What follows belongs to an exercise in optimizing a design on an open flow for small area, a short achievable clock period and few clock cycles per item; a production flow would make more cautious choices. RTL that was checked went through simulation tests only; none was proved equivalent to the original. Power and IR drop assume default switching activity.

Setup of build 82:
==> module SME, before the edit <==
module SME(clk,reset,chardata,isstring,ispattern,valid,match,match_index);
input clk;
input reset;
input [7:0] chardata;
input isstring;
input ispattern;
output match;
output [4:0] match_index;
output valid;
localparam [6:0] HAT    = 7'h5E ;  
localparam [6:0] DOLLAR = 7'h24 ;  
localparam [6:0] POINT  = 7'h2E ;  
localparam [6:0] STAR   = 7'h2A ;  
localparam [6:0] SPACE  = 7'h20 ;  
reg  [6:0] str_B_rf [0:31];
reg  [5:0] str_length_cnt;
reg        isstring_d, ispattern_d;
reg [32:0] F;
reg  [4:0] off;           
reg        star_seen;
reg        valid_r, match_r;
reg  [4:0] match_index_r;
wire [6:0] c = chardata[6:0];
wire c_hat    = c == HAT;
wire c_dollar = c == DOLLAR;
wire c_star   = c == STAR;
wire c_point  = c == POINT;
wire c_body   = ~c_hat & ~c_star & ~c_dollar;
wire first    = ispattern & ~ispattern_d;
wire [31:0] inS;      
wire [31:0] sp;       
wire [31:0] eq;       
genvar j;
generate
for (j = 0; j < 32; j = j + 1) begin: POS
    assign inS[j] = str_length_cnt > 31 - j;
    assign sp[j]  = str_B_rf[j] == SPACE;
    assign eq[j]  = c_point | str_B_rf[j] == c;
end
endgenerate
wire [32:0] hatmask = {1'b0, inS & ~{inS[30:0], 1'b0} | inS & {sp[30:0], 1'b0}};
wire [32:0] dmask   = {1'b1, sp};
wire [32:0] pre [0:6];
assign pre[0] = F;
genvar l;
generate
for (l = 0; l < 6; l = l + 1) begin: PRE
    for (j = 0; j < 33; j = j + 1) begin: B
        if ((j >> l) & 1)
            assign pre[l+1][j] = pre[l][j] | pre[l][((j >> l) << l) - 1];
        else
            assign pre[l+1][j] = pre[l][j];
    end
end
endgenerate
reg [4:0] fs;
integer k;
always @(*) begin
    fs = 5'd0;
    for (k = 32; k >= 0; k = k - 1)
        if (F[k]) fs = k[4:0];
end
wire [4:0] fs_idx = fs + off;
integer i;
always @(posedge clk)
begin: STR_RF
    if(isstring)
    begin
        for (i = 0; i < 31; i = i + 1)
            str_B_rf[i] <= str_B_rf[i+1];
        str_B_rf[31] <= c;
    end
end
always @(posedge clk)
begin: LEN_CNT
    if(isstring)
        str_length_cnt <= isstring_d ? str_length_cnt + 6'd1 : 6'd1;
end
always @(posedge clk or posedge reset)
begin: FLAGS
    if(reset)
    begin
        isstring_d  <= 1'b0;
        ispattern_d <= 1'b0;
        valid_r     <= 1'b0;
        match_r     <= 1'b0;
    end
    else
    begin
        isstring_d  <= isstring;
        ispattern_d <= ispattern;
        valid_r     <= ispattern_d & ~ispattern;
        match_r     <= ispattern_d & ~ispattern & (|F);
    end
end
always @(posedge clk)
begin: MATCH
    if(c_hat)
        F <= hatmask;
    else if(c_star)
        F <= first ? {1'b1, inS} : pre[6];
    else if(c_dollar)
        F <= F & dmask;
    else
        F <= {(first ? inS : F[31:0]) & eq, 1'b0};
    off       <= (first ? str_length_cnt[4:0] : off) - {4'd0, c_body};
    star_seen <= (first ? 1'b0 : star_seen) | c_star;
    if(first)
        match_index_r <= 5'd0;
    else if(!star_seen)
        match_index_r <= fs_idx;
end
assign valid       = valid_r;
assign match       = match_r;
assign match_index = match_index_r;
endmodule
==> flow/config.mk <==
export PLATFORM = sky130hd
export DESIGN_NAME = SME
export DESIGN_NICKNAME = SME
export VERILOG_FILES = /design/flow/design.v
export SDC_FILE = /design/flow/constraint.sdc
export NUM_CORES = 4
export LEC_CHECK = 0
export ABC_AREA = 1
export CAP_MARGIN = 20
export CORE_MARGIN = 2
export CORE_UTILIZATION = 40
export SETUP_SLACK_MARGIN = 3.8
export SLEW_MARGIN = 20
==> flow/constraint.sdc <==
create_clock -name core_clock -period 6.5 [get_ports {clk}]
set_input_delay 1.3000 -clock core_clock [delete_from_list [all_inputs] [get_ports {clk}]]
set_output_delay 1.3000 -clock core_clock [all_outputs]
set_load 0.01 [all_outputs]
run.sh (not shown) runs the stock make flow with config.mk's settings and CLKGATE_MAP_FILE= SYNTH_SCRIPT=/design/flow/synth_recipe.tcl, a recipe that flattens the netlist after the stock synthesis.
Testbench counts of build 82, summed over its fixed seeds: cycles 12,373, items 1,114.
Setup changes, build 82 to build 13
--- a/flow/design.v
+++ b/flow/design.v
@@ -12,39 +12,37 @@
 localparam [6:0] POINT  = 7'h2E ;  
 localparam [6:0] STAR   = 7'h2A ;  
 localparam [6:0] SPACE  = 7'h20 ;  
 reg  [6:0] str_B_rf [0:31];
 reg  [5:0] str_length_cnt;
 reg        isstring_d, ispattern_d;
-reg [32:0] F;
+reg [33:0] F;
 reg  [4:0] off;           
 reg        star_seen;
 reg        valid_r, match_r;
 reg  [4:0] match_index_r;
 wire [6:0] c = chardata[6:0];
 wire c_hat    = c == HAT;
 wire c_dollar = c == DOLLAR;
 wire c_star   = c == STAR;
 wire c_point  = c == POINT;
-wire c_body   = ~c_hat & ~c_star & ~c_dollar;
+wire c_body   = ~c_hat & ~c_star;
 wire first    = ispattern & ~ispattern_d;
+wire [6:0] cc = (c_hat | c_dollar) ? SPACE : c;
 wire [31:0] inS;      
-wire [31:0] sp;       
 wire [31:0] eq;       
 genvar j;
 generate
 for (j = 0; j < 32; j = j + 1) begin: POS
     assign inS[j] = str_length_cnt > 31 - j;
-    assign sp[j]  = str_B_rf[j] == SPACE;
-    assign eq[j]  = c_point | str_B_rf[j] == c;
+    assign eq[j]  = c_point | str_B_rf[j] == cc;
 end
 endgenerate
-wire [32:0] hatmask = {1'b0, inS & ~{inS[30:0], 1'b0} | inS & {sp[30:0], 1'b0}};
-wire [32:0] dmask   = {1'b1, sp};
+wire [32:0] start = {1'b0, inS & ~{inS[30:0], 1'b0}};
 wire [32:0] pre [0:6];
-assign pre[0] = F;
+assign pre[0] = F[32:0];
 genvar l;
 generate
 for (l = 0; l < 6; l = l + 1) begin: PRE
     for (j = 0; j < 33; j = j + 1) begin: B
         if ((j >> l) & 1)
             assign pre[l+1][j] = pre[l][j] | pre[l][((j >> l) << l) - 1];
@@ -54,13 +52,13 @@
 end
 endgenerate
 reg [4:0] fs;
 integer k;
 always @(*) begin
     fs = 5'd0;
-    for (k = 32; k >= 0; k = k - 1)
+    for (k = 33; k >= 0; k = k - 1)
         if (F[k]) fs = k[4:0];
 end
 wire [4:0] fs_idx = fs + off;
 integer i;
 always @(posedge clk)
 begin: STR_RF
@@ -92,20 +90,17 @@
         valid_r     <= ispattern_d & ~ispattern;
         match_r     <= ispattern_d & ~ispattern & (|F);
     end
 end
 always @(posedge clk)
 begin: MATCH
-    if(c_hat)
-        F <= hatmask;
-    else if(c_star)
-        F <= first ? {1'b1, inS} : pre[6];
-    else if(c_dollar)
-        F <= F & dmask;
+    if(c_star)
+        F <= first ? {2'b01, inS} : {1'b0, pre[6]};
     else
-        F <= {(first ? inS : F[31:0]) & eq, 1'b0};
+        F <= {(first ? 1'b0 : F[32]) & c_dollar,
+              (first ? inS : F[31:0]) & eq, 1'b0} | {1'b0, start & {33{c_hat}}};
     off       <= (first ? str_length_cnt[4:0] : off) - {4'd0, c_body};
     star_seen <= (first ? 1'b0 : star_seen) | c_star;
     if(first)
         match_index_r <= 5'd0;
     else if(!star_seen)
         match_index_r <= fs_idx;
From build 82 to build 13 the numbers moved as follows: HPWL after detailed placement has decreased; post-route minimum period has decreased; final period utilization has decreased; via total after detailed routing has decreased; routed wire length has decreased.
In build 13 relative to build 82, switching power of the nets had gone down slightly.
For build 82, the dominant combinational cell family by area after synthesis was simple AND/OR/NAND/NOR gates, unlike build 13, where it was XOR/XNOR gates.
Max total number of sequential cells across build 82 and build 13: build 13
The RTL of build 13 was laid out without a check of its function.

## static timing again, ports no longer ideal
No port has a modelled driver above. Below, the same layouts with a new extraction and two added sets of constraints.
Step 1: set_driving_cell puts a clkbuf_16 on clk and a buf_2 on each other input, an assumption about the parent block.
Step 2 moves the port delays by t, midway between the first and last clock arrival at a register: inputs arrive t later, outputs are due t later. That takes back most of the time a late clock gives input paths.
Three values: ideal, step 1, step 2; two values: the first two.
run	t (ns)	setup slack, ns	latest minus earliest clock arrival (ns)
build 82	0.597	3.129 / 3.129 / 3.129	0.013 / 0.013
build 13	0.615	3.168 / 3.168 / 2.740	0.015 / 0.015
After both steps every run listed still meets setup and hold. The setup slack of build 13, which loses most, moves by 0.000 ns with the drivers and by -0.428 ns with both steps.
